Context: an optimization exercise on an open-source flow, tuned for small area and a short achievable clock period. The choices shown serve that exercise and are no tape-out recipe.
Power is estimated from default activity; no workload was simulated.

the reference run:
==> flow/design.v <==
module konya(DIN, Resetn, Clock, Run, Done, BusWires);
	input [15:0] DIN;
	input Resetn, Clock, Run;
	output Done;
	output [15:0] BusWires;
	reg [1:0] Tstep;
	reg L, b0;             
	reg [2:0] W, Y;        
	reg [7:0] rsel;        
	reg gsel, dseln;       
	reg Done;
	reg [15:0] R [0:7];
	reg [15:0] A, G;
	reg zf;                
	wire t0 = (Tstep == 2'd0);
	wire t1 = (Tstep == 2'd1);
	wire t2 = (Tstep == 2'd2);
	wire [2:0] op = DIN[15:13];
	wire [2:0] x = DIN[12:10];
	wire [2:0] y = DIN[9:7];
	wire op_mv  = (op == 3'd0);
	wire op_add = (op == 3'd2) | (op == 3'd3);
	wire op_st  = (op == 3'd4) | (op == 3'd5);
	wire op_nz  = (op == 3'd6);
	wire op_long = op_add | (op == 3'd7);
	reg [15:0] Rs;
	integer i;
	always @(*) begin
		Rs = 16'd0;
		for (i = 0; i < 8; i = i + 1)
			Rs = Rs | ({16{rsel[i]}} & R[i]);
	end
	assign BusWires = Rs | ({16{gsel}} & G) | ({16{~dseln}} & DIN);
	reg [1:0] Tn;
	reg [7:0] rsel_n;
	reg gsel_n, dsel_n, Done_n;
	always @(*) begin
		Tn = 2'd0; rsel_n = 8'd0; gsel_n = 1'b0; dsel_n = 1'b1; Done_n = 1'b0;
		case (Tstep)
			2'd0: if (Run) begin
				Tn = 2'd1;
				Done_n = ~op_long;
				if (op_add | op_st) begin
					rsel_n = 8'd1 << x; dsel_n = 1'b0;
				end else if (op_mv | (op_nz & zf)) begin
					rsel_n = 8'd1 << y; dsel_n = 1'b0;
				end
			end
			2'd1: if (L) begin
				Tn = 2'd2;
				rsel_n = 8'd1 << Y; dsel_n = 1'b0;
			end
			2'd2: begin
				Tn = 2'd3;
				gsel_n = b0; dsel_n = ~b0; Done_n = b0;
			end
			2'd3: ;
		endcase
	end
	always @(posedge Clock, negedge Resetn)
		if (!Resetn) begin
			Tstep <= 2'd0; rsel <= 8'd0; gsel <= 1'b0; dseln <= 1'b0; Done <= 1'b0;
		end else begin
			Tstep <= Tn; rsel <= rsel_n; gsel <= gsel_n; dseln <= ~dsel_n; Done <= Done_n;
		end
	wire [15:0] sum = A + BusWires;
	wire [15:0] gv = b0 ? sum : (A ^ BusWires);
	always @(posedge Clock) begin
		if (t0) begin
			L  <= op_long;
			b0 <= op_add;
			W  <= op_st ? y : x;
			Y  <= y;
		end
		if (Done)
			R[W] <= BusWires;
		if (t1 & L & b0)
			A <= BusWires;
		G <= gv;
		if (t2)
			zf <= ~|gv;
	end
endmodule
export LEC_CHECK = 0
export CAP_MARGIN = 20
export CORE_MARGIN = 2
export CORE_UTILIZATION = 40
export SETUP_SLACK_MARGIN = 2.8
export SLEW_MARGIN = 20
create_clock -name core_clock -period 6.0 [get_ports {Clock}]
run.sh (not shown) runs the stock make flow with config.mk's settings and CLKGATE_MAP_FILE= SYNTH_SCRIPT=/design/flow/synth_recipe.tcl, a recipe that flattens the netlist after the stock synthesis.
The following lists how the trial run was set up differently from the reference run:
diff --git a/flow/design.v b/flow/design.v
--- a/flow/design.v
+++ b/flow/design.v
@@ -12,6 +12,7 @@
 	reg [15:0] R [0:7];
 	reg [15:0] A, G;
 	reg zf;                
+	reg gnew;              
 	wire t0 = (Tstep == 2'd0);
 	wire t1 = (Tstep == 2'd1);
 	wire t2 = (Tstep == 2'd2);
@@ -42,7 +43,7 @@
 				Done_n = ~op_long;
 				if (op_add | op_st) begin
 					rsel_n = 8'd1 << x; dsel_n = 1'b0;
-				end else if (op_mv | (op_nz & zf)) begin
+				end else if (op_mv | (op_nz & zf_now)) begin
 					rsel_n = 8'd1 << y; dsel_n = 1'b0;
 				end
 			end
@@ -65,6 +66,7 @@
 		end
 	wire [15:0] sum = A + BusWires;
 	wire [15:0] gv = b0 ? sum : (A ^ BusWires);
+	wire zf_now = gnew ? ~|G : zf;
 	always @(posedge Clock) begin
 		if (t0) begin
 			L  <= op_long;
@@ -77,7 +79,7 @@
 		if (t1 & L & b0)
 			A <= BusWires;
 		G <= gv;
-		if (t2)
-			zf <= ~|gv;
+		gnew <= t2;
+		zf <= zf_now;
 	end
 endmodule
[summary]
- Side by side, final cell area excluding filler cells turned out lower in the trial run than in the reference run.
- The trial run vs. the reference run: synthesized area did not really move; sequential cell area in the final layout went up; synthesized net count went up.
- The trial run vs. the reference run: maximum frequency rose by 20%; total design power fell by about 12%; multi-input logic portion of the cell area rose by 0.27 points; wire length the detailed router placed on met1 fell by 1.4%; total routing usage reported by global routing fell by 1.2 points.
- Comparing the reference run against the trial run, there is no change at all in number of buffers between clock root and the deepest sink.
- Between the reference run and the trial run, the count of non-filler cells in the finished layout is higher for the reference run.
- In the trial run, the number of standard cells after synthesis came out 0.63% above the value in the reference run.
- Taking the reference run as the reference, in the trial run worst setup slack has increased; final number of hold-violating endpoints was more or less identical.
No functional check of the RTL was part of any run of this note.

re-timing with driven ports:
The flow's constraints put no driver on any port. The routed layouts listed below were extracted and timed again, unchanged, in two steps.
Step 1, drivers: a clkbuf_16 drives Clock and a buf_2 each remaining input, both assumed.
Step 2 adds t to the input delays and takes it off the output delays; t is the mean of the earliest and latest rising clock arrival at the registers after step 1. Input paths then give back, and output paths get back, about the clock's delay inside the block.
Three values: ideal ports, drivers, drivers and shift; two values: the first two.
run	t (ns)	setup slack, ns	worst setup path at the end	worst register clock-pin slew, ns
the reference run	0.471	2.105 / 2.117 / 1.646	input to register	0.07 / 0.07
the trial run	0.465	2.755 / 2.715 / 2.300	input to register	0.07 / 0.07
After both steps every run listed still meets setup and hold. For the reference run, which loses most, drivers alone change the setup slack by +0.012 ns; drivers and shift together by -0.459 ns.
